This is an optimization exercise on Yosys and OpenROAD, whose aim is small area, not a production implementation.
Where RTL was checked, it was by simulation tests only, not by an equivalence proof against the original.
For run 1, only the layout was checked, not whether the RTL still works.

==> flow/design.v (outline; a module is shown in full before it is edited, if it fits) <==
// module FA: 4 lines
// module HA: 4 lines
// module AO22: 3 lines
// module XNOR2: 3 lines
// module OR2: 3 lines
// module AOI21: 3 lines
// module AOI222: 3 lines
// module ADD3A: 3 lines
// module CPA: 350 lines
// module MulRawFN: 1657 lines
module MulRawFN(
  input         clock,
  input         reset,
  input         io_a_isNaN,
  input         io_a_isInf,
  input         io_a_isZero,
  input  [8:0]  io_a_exp,
  input  [22:0] io_a_sig,
  input         io_b_isNaN,
  input         io_b_isInf,
  input         io_b_isZero,
  input  [8:0]  io_b_exp,
  input  [22:0] io_b_sig,
  output        io_invalidExc,
  output        io_rawOut_isNaN,
  output        io_rawOut_isInf,
  output        io_rawOut_isZero,
  output [8:0]  io_rawOut_exp,
  output [22:0] io_rawOut_sig
);
  // ...
==> flow/flow/run.sh <==
#!/bin/bash
# Standard ORFS flow (the standard.sh, unchanged synthesis), with the port
# buffers made from buf_2 cells and power recovery (downsizing of gates with
# positive slack) after global routing.
set -euo pipefail
export BUFFER_PORTS_ARGS="-buffer_cell sky130_fd_sc_hd__buf_2"
export RECOVER_POWER=100
bash standard.sh > standard.log 2>&1
==> flow/standard.sh <==
#!/bin/bash
# synth_recipe.tcl (not shown) runs the flow's synth.tcl, then flattens the netlist and writes it again
# the make line also repeats each setting of config.mk as NAME=value (left out here)
make -C /OpenROAD-flow-scripts/flow DESIGN_CONFIG=/design/flow/config.mk WORK_HOME=/design/flow/orfs CLKGATE_MAP_FILE= SYNTH_SCRIPT=/design/flow/synth_recipe.tcl "${@:-finish}"
==> flow/config.mk <==
export PLATFORM = sky130hd
export DESIGN_NAME = MulRawFN
export DESIGN_NICKNAME = MulRawFN
export VERILOG_FILES = /design/flow/design.v
export SDC_FILE = /design/flow/constraint.sdc
export NUM_CORES = 4
export LEC_CHECK = 0
export CAP_MARGIN = 20
export CORE_MARGIN = 2
export CORE_UTILIZATION = 40
export SLEW_MARGIN = 20
export SYNTH_HIERARCHICAL = 1
export SYNTH_MINIMUM_KEEP_SIZE = 0
==> flow/constraint.sdc <==
create_clock -name core_clock -period 8.5 [get_ports {clock}]
set_input_delay 1.7000 -clock core_clock [delete_from_list [all_inputs] [get_ports {clock}]]
set_output_delay 1.7000 -clock core_clock [all_outputs]
set_load 0.01 [all_outputs]
==> flow_metrics.py, run 1 <==
metrics = {
    "status": {
        "status": "no timing/DRC/antenna violations",
    },
    "finish": {
        "multi_input_gates": 1144,
        "multi_input_area_um2": 12540,
        "area_growth_pct": 21.80,
        "seq_area_frac": 0.05072,
    },
    "setup_path": {
        "crit_required_ns": 8.70,
        "worst_setup_path_end_kind": "flop",
    },
    "clocking": {
        "cts_made_buffers": 5,
        "ctsHtreeMaxLevel": 2,
        "cts_buffer_depth": 2,
        "cts_tree": "yes",
        "ctsHoldBuffers": 0,
    },
    "grt": {
        "gr-max-usage-layer": "met2",
        "grt_pass1_wl_mm": 83.84,
        "antenna_found_initial": 7,
        "grt-ovfl-total": 0,
        "grtUsageMet2": 0.4906,
    },
    "floorplanning": {
        "io_pins": 108,
    },
    "placement": {
        "place.port_buffers": 106,
    },
    "route": {
        "viasPerCell": 7.191,
    },
    "logic_synthesis": {
        "synth_area_um2": 13290,
    },
    "worst_hold_path": {
        "min_from": "io_b_isNaN",
    },
    "sta": {
        "relSlewSlack": 0.08807,
        "setup_slack_ns": 0.1137,
    },
}
==> module ADD3A, before the edit <==
module ADD3A(input [23:0] A, output [25:0] T);
  assign T = {2'b0, A} + {1'b0, A, 1'b0};
endmodule
==> run 2: changes to the inputs <==
--- a/flow/design.v
+++ b/flow/design.v
@@ -16,18 +16,164 @@
   assign y = a | b;
 endmodule
 module AOI21(input a1, input a2, input b1, output y);
   assign y = ~((a1 & a2) | b1);
 endmodule
 module AOI222(input a1, input b1, input a2, input b2, input a3, input b3, output y);
   assign y = ~((a1 & b1) | (a2 & b2) | (a3 & b3));
 endmodule
-module ADD3A(input [23:0] A, output [25:0] T);
-  assign T = {2'b0, A} + {1'b0, A, 1'b0};
+module ADD3A(input [23:1] g3, input [23:0] p3, output [25:0] T);
+  wire [24:0] c;
+  wire G951;
+  wire G952;
+  wire P953;
+  wire G954;
+  wire P955;
+  wire G956;
+  wire P957;
+  wire G958;
+  wire P959;
+  wire G960;
+  wire P961;
+  wire G962;
+  wire P963;
+  wire G964;
+  wire P965;
+  wire G966;
+  wire P967;
+  wire G968;
+  wire P969;
+  wire G970;
+  wire P971;
+  wire G972;
+  wire P973;
+  wire G974;
+  wire G975;
+  wire P976;
+  wire G977;
+  wire P978;
+  wire G979;
+  wire P980;
+  wire G981;
+  wire P982;
+  wire G983;
+  wire P984;
+  wire G985;
+  wire G986;
+  wire P987;
+  wire G988;
+  wire P989;
+  wire G990;
+  wire G991;
+  wire G992;
+  wire G993;
+  wire G994;
+  wire G995;
+  wire G996;
+  wire G997;
+  wire G998;
+  wire G999;
+  wire G1000;
+  wire G1001;
+  wire G1002;
+  wire G1003;
+  wire G1004;
+  wire G1005;
+  wire G1006;
+  wire G1007;
+  wire G1008;
+  wire G1009;
+  assign G951 = g3[1] | (p3[1] & 1'b0);
+  assign G952 = g3[3] | (p3[3] & g3[2]);
+  assign P953 = p3[3] & p3[2];
+  assign G954 = g3[5] | (p3[5] & g3[4]);
+  assign P955 = p3[5] & p3[4];
+  assign G956 = g3[7] | (p3[7] & g3[6]);
+  assign P957 = p3[7] & p3[6];
+  assign G958 = g3[9] | (p3[9] & g3[8]);
+  assign P959 = p3[9] & p3[8];
+  assign G960 = g3[11] | (p3[11] & g3[10]);
+  assign P961 = p3[11] & p3[10];
+  assign G962 = g3[13] | (p3[13] & g3[12]);
+  assign P963 = p3[13] & p3[12];
+  assign G964 = g3[15] | (p3[15] & g3[14]);
+  assign P965 = p3[15] & p3[14];
+  assign G966 = g3[17] | (p3[17] & g3[16]);
+  assign P967 = p3[17] & p3[16];
+  assign G968 = g3[19] | (p3[19] & g3[18]);
+  assign P969 = p3[19] & p3[18];
+  assign G970 = g3[21] | (p3[21] & g3[20]);
+  assign P971 = p3[21] & p3[20];
+  assign G972 = g3[23] | (p3[23] & g3[22]);
+  assign P973 = p3[23] & p3[22];
+  assign G974 = G952 | (P953 & G951);
+  assign G975 = G956 | (P957 & G954);
+  assign P976 = P957 & P955;
+  assign G977 = G960 | (P961 & G958);
+  assign P978 = P961 & P959;
+  assign G979 = G964 | (P965 & G962);
+  assign P980 = P965 & P963;
+  assign G981 = G968 | (P969 & G966);
+  assign P982 = P969 & P967;
+  assign G983 = G972 | (P973 & G970);
+  assign P984 = P973 & P971;
+  assign G985 = G975 | (P976 & G974);
+  assign G986 = G979 | (P980 & G977);
+  assign P987 = P980 & P978;
+  assign G988 = G983 | (P984 & G981);
+  assign P989 = P984 & P982;
+  assign G990 = G986 | (P987 & G985);
+  assign G991 = G988 | (P989 & G990);
+  assign G992 = G977 | (P978 & G985);
+  assign G993 = G981 | (P982 & G990);
+  assign G994 = G954 | (P955 & G974);
+  assign G995 = G958 | (P959 & G985);
+  assign G996 = G962 | (P963 & G992);
+  assign G997 = G966 | (P967 & G990);
+  assign G998 = G970 | (P971 & G993);
+  assign G999 = g3[2] | (p3[2] & G951);
+  assign G1000 = g3[4] | (p3[4] & G974);
+  assign G1001 = g3[6] | (p3[6] & G994);
+  assign G1002 = g3[8] | (p3[8] & G985);
+  assign G1003 = g3[10] | (p3[10] & G995);
+  assign G1004 = g3[12] | (p3[12] & G992);
+  assign G1005 = g3[14] | (p3[14] & G996);
+  assign G1006 = g3[16] | (p3[16] & G990);
+  assign G1007 = g3[18] | (p3[18] & G997);
+  assign G1008 = g3[20] | (p3[20] & G993);
+  assign G1009 = g3[22] | (p3[22] & G998);
+  assign c[0] = 1'b0;
+  assign c[1] = 1'b0;
+  assign c[2] = G951;
+  assign c[3] = G999;
+  assign c[4] = G974;
+  assign c[5] = G1000;
+  assign c[6] = G994;
+  assign c[7] = G1001;
+  assign c[8] = G985;
+  assign c[9] = G1002;
+  assign c[10] = G995;
+  assign c[11] = G1003;
+  assign c[12] = G992;
+  assign c[13] = G1004;
+  assign c[14] = G996;
+  assign c[15] = G1005;
+  assign c[16] = G990;
+  assign c[17] = G1006;
+  assign c[18] = G997;
+  assign c[19] = G1007;
+  assign c[20] = G993;
+  assign c[21] = G1008;
+  assign c[22] = G998;
+  assign c[23] = G1009;
+  assign c[24] = G991;
+  assign T[23:0] = p3 ^ c[23:0];
+  assign T[24] = ~c[24];
+  assign T[25] = c[24];
 endmodule
 module CPA(input [47:0] gen, input [47:0] prp, output [25:0] PH, output CL);
   wire [47:0] P;
   wire G793;
   wire G794;
   wire P795;
   wire G796;
   wire P797;
@@ -392,17 +538,43 @@
   output        io_rawOut_isInf,
   output        io_rawOut_isZero,
   output [8:0]  io_rawOut_exp,
   output [22:0] io_rawOut_sig
 );
   wire [23:0] A = {1'b1, io_a_sig};
   wire [23:0] B = {1'b1, io_b_sig};
   wire [25:0] T;
-  ADD3A u_add3a (.A(A), .T(T));
+  wire [23:1] g3;
+  wire [23:0] p3;
+  assign p3[0] = A[0];
+  HA u_g3_1 (.a(A[1]), .b(A[0]), .s(p3[1]), .co(g3[1]));
+  HA u_g3_2 (.a(A[2]), .b(A[1]), .s(p3[2]), .co(g3[2]));
+  HA u_g3_3 (.a(A[3]), .b(A[2]), .s(p3[3]), .co(g3[3]));
+  HA u_g3_4 (.a(A[4]), .b(A[3]), .s(p3[4]), .co(g3[4]));
+  HA u_g3_5 (.a(A[5]), .b(A[4]), .s(p3[5]), .co(g3[5]));
+  HA u_g3_6 (.a(A[6]), .b(A[5]), .s(p3[6]), .co(g3[6]));
+  HA u_g3_7 (.a(A[7]), .b(A[6]), .s(p3[7]), .co(g3[7]));
+  HA u_g3_8 (.a(A[8]), .b(A[7]), .s(p3[8]), .co(g3[8]));
+  HA u_g3_9 (.a(A[9]), .b(A[8]), .s(p3[9]), .co(g3[9]));
+  HA u_g3_10 (.a(A[10]), .b(A[9]), .s(p3[10]), .co(g3[10]));
+  HA u_g3_11 (.a(A[11]), .b(A[10]), .s(p3[11]), .co(g3[11]));
+  HA u_g3_12 (.a(A[12]), .b(A[11]), .s(p3[12]), .co(g3[12]));
+  HA u_g3_13 (.a(A[13]), .b(A[12]), .s(p3[13]), .co(g3[13]));
+  HA u_g3_14 (.a(A[14]), .b(A[13]), .s(p3[14]), .co(g3[14]));
+  HA u_g3_15 (.a(A[15]), .b(A[14]), .s(p3[15]), .co(g3[15]));
+  HA u_g3_16 (.a(A[16]), .b(A[15]), .s(p3[16]), .co(g3[16]));
+  HA u_g3_17 (.a(A[17]), .b(A[16]), .s(p3[17]), .co(g3[17]));
+  HA u_g3_18 (.a(A[18]), .b(A[17]), .s(p3[18]), .co(g3[18]));
+  HA u_g3_19 (.a(A[19]), .b(A[18]), .s(p3[19]), .co(g3[19]));
+  HA u_g3_20 (.a(A[20]), .b(A[19]), .s(p3[20]), .co(g3[20]));
+  HA u_g3_21 (.a(A[21]), .b(A[20]), .s(p3[21]), .co(g3[21]));
+  HA u_g3_22 (.a(A[22]), .b(A[21]), .s(p3[22]), .co(g3[22]));
+  HA u_g3_23 (.a(A[23]), .b(A[22]), .s(p3[23]), .co(g3[23]));
+  ADD3A u_add3a (.g3(g3), .p3(p3), .T(T));
   wire sa0, sb0, sc0;
   wire pp1;
   wire pp2;
   wire pp3;
   wire pp4;
   wire pp5;
   wire pp6;
   wire pp7;
==> flow/config.mk (replaced) <==
export PLATFORM = sky130hd
export DESIGN_NAME = MulRawFN
export DESIGN_NICKNAME = MulRawFN
export VERILOG_FILES = /design/flow/design.v
export SDC_FILE = /design/flow/constraint.sdc
export NUM_CORES = 4
export LEC_CHECK = 0
export CAP_MARGIN = 20
export CELL_PAD_IN_SITES_DETAIL_PLACEMENT = 1
export CELL_PAD_IN_SITES_GLOBAL_PLACEMENT = 1
export CORE_MARGIN = 2
export CORE_UTILIZATION = 40
export SLEW_MARGIN = 20
export SYNTH_HIERARCHICAL = 1
export SYNTH_MINIMUM_KEEP_SIZE = 0
==> run 2 against run 1 <==
Compared with the run above: final cell count is 2.0% lower; worst setup slack better by 0.11 ns; design area is 0.43% higher; count of clock-buffer cells in the layout is 2 lower; via count is 5.6% lower; global-route usage is 0.85 points higher; critical path type unchanged; critical endpoint unchanged.
==> flow_metrics.py, run 2 <==
metrics = {
    "sta": {
        "finalSetupViolCount": 0,
        "fin_crit_ns": 8.278,
        "max_slew.worst_pin.slew_ns": 0.8103,
        "hold_viol": 0,
        "relSlewSlack": 0.4598,
        "clock.fmax_mhz": 120.8,
        "setup_slack_ns": 0.2221,
        "report.final.slew_viol_count": 0,
        "fin_crit_sh": 0.9739,
    },
    "finish": {
        "layout_commonest_cell": "a222oi_1",
        "final_cell_mix": "a222oi_1, fa_1, buf_4, ha_1, buf_2",
        "area_growth_pct": 24.99,
        "n_antenna_cell": 0,
        "layout.cells.non_filler": 1933,
        "drive_gt1_frac": 0.2569,
        "final_area_um2": 16250,
        "n_fill_cell": 3558,
        "largest_reg_flops": 26,
        "fin_nets": 1929,
    },
    "setup_path": {
        "worstPathArrival_ns": 8.47,
        "crit_path_max_fanout": 4,
        "path_class": "input port to flop",
        "worst_setup_path_end_kind": "flop",
        "crit_required_ns": 8.69,
        "worstSetupStartpointType": "input port",
    },
    "floorplanning": {
        "die_x_um": 184.3,
        "core.rowCount": 66,
        "start_util": 0.4027,
        "die_area_um2": 33970,
        "die_y_um": 184.3,
        "io_pins": 108,
        "core_um2": 32290,
    },
    "route": {
        "via_count": 13394,
        "viasPerCell": 6.929,
        "first_iter_violations": 2261,
        "dr.pass1.iters": 12,
        "drt.antenna.violating_nets": 0,
        "drcViolationCount": 0,
        "drt-total-wl_mm": 56.14,
        "routedWlPerCell_um": 29.05,
    },
    "logic_synthesis": {
        "synth_area_um2": 13000,
        "synth.avg_cell_area_um2": 10.95,
        "yosys_warnings": 7,
        "syn_inst": 1188,
    },
    "clocking": {
        "cts_tree": "yes",
        "root_buffer": "clkbuf_16",
        "cts_sinks": 41,
        "cts_buffer_depth": 2,
        "clkSlewWorstSetupHoldPaths_ns": 0.06,
        "cts_made_buffers": 5,
        "ctsHtreeMaxLevel": 2,
    },
    "grt": {
        "grt_max_degree": 28,
        "antenna_found_initial": 0,
        "grt_pass1_vias": 14272,
        "grtUsageTotal": 0.3268,
        "grt_pass1_wl_mm": 84.43,
        "grt-ovfl-total": 0,
    },
    "placement": {
        "place.port_buffers": 106,
        "place_area_um2": 15510,
        "dpl_worst_slack_ns": -0.4865,
        "place_congestion": 0.9316,
        "post-place-cells": 1917,
        "dpl.hpwl_mm": 42.80,
    },
    "status": {
        "status": "no timing/DRC/antenna violations",
    },
    "worst_hold_path": {
        "hold_class": "input port to flop",
    },
    "run": {
        "drv_cap": 0,
    },
}
## run 2: changes by cell type in the layout (fill, tap and decap cells not counted), moves of 5 or more
cell	change
a21o_1	-7
clkbuf_1	-17
ha_4	+9
nand2_1	-8
buf_4	+5
a21oi_1	-10
buf_2	+10
xor2_1	-6
## run 2: worst paths after layout
check | end | from | slack [ns] | cells after the start
max | prodHi_reg[25] | io_a_sig[5] | 0.22 | 27
min | isNaN_reg | io_b_isNaN | 1.60 | 2
## run 2: area by class of cell
type,count,area (µm²),share of cell area
inverters,33,123.9,0.007621
clock inverters,3,25.02,0.001540
repair buffers,306,2100,0.1292
multi-input cells,1103,12510,0.7694
well taps,442,553.0,0.03403
flip-flops and latches,41,820.8,0.05050
clock buffers,5,125.1,0.007698
## run 2: stage by stage
step	hold slack [ns]	TNS (ns)	util
final	1.596	0	0.5034
after global routing	1.605	-0.2355	0.5034
after CTS	1.586	0	0.4876
after detailed placement	1.900	-5.207	0.4805
after global placement	1.899	-3.790	0.4805
after floorplan	1.804	0	-
## run 2: per-layer routing
layer,wire length (µm),global-route usage,vias up
li1,-,-,5641
met1,21370,0.4040,6675
met2,25820,0.5388,911
met3,5436,0.05434,167
met4,3520,0.1904,0
met5,0,0,-
## run 2: timing repair
action / 4_1_cts / 5_1_grt
gates resized for setup: 12 / 95
endpoints found under the setup margin: 8 / 18
hold buffers: 0 / 0
pin swaps: 8 / 46
cloned: 0 / 0
buffers inserted: 2 / 7
## run 2: critical path: stages
cell and delay [ns]:
buf_2 0.13, ha_1 0.35, a21oi_2 0.24, o211ai_4 0.18, a21bo_1 0.25, a21boi_2 0.16
o21ai_1 0.08, ha_2 0.18, nor2_2 0.13, xnor2_2 0.14, buf_4 0.18, a222oi_1 0.39
fa_1 0.52, fa_1 0.52, fa_1 0.45, fa_1 0.53, fa_1 0.43, ha_1 0.30
ha_2 0.17, o211ai_1 0.12, buf_4 0.16, a211oi_4 0.28, o21ai_4 0.11, a21oi_4 0.25
o2111ai_4 0.18, a31oi_2 0.23, xnor2_1 0.08

[afterwards: timing with drivers on the ports]
In the flow no input, the clock included, has a driving cell. The finished layouts below were timed again as built, in two steps. Step 1 (the two cells are an assumption about what drives the block):
set clk [get_ports {clock}]
set_driving_cell -lib_cell sky130_fd_sc_hd__clkbuf_16 $clk
set_driving_cell -lib_cell sky130_fd_sc_hd__buf_2 [delete_from_list [all_inputs] $clk]
Step 2 times the ports against the registers' clock, not the clock port: input delays grow and output delays shrink by t, the midpoint of the rising clock arrivals with the driver on. a / b / c = ideal ports / drivers / drivers and shift; a / b = the first two.
run | shift t [ns] | setup WS [ns] | slew at the worst register clock pin (ns) | worst slew at a driven data input, ns | cell pins on the clock port's net
run 1 | 0.306 | 0.114 / 0.104 / -0.202 | 0.06 / 0.06 | 0.12 | 1
run 2 | 0.335 | 0.222 / 0.235 / -0.100 | 0.06 / 0.06 | 0.05 | 1
With both steps, setup timing fails in run 1 and run 2, where it was met with ideal ports. The setup slack of run 2, which loses most, moves by +0.013 ns with the drivers and by -0.322 ns with both steps.
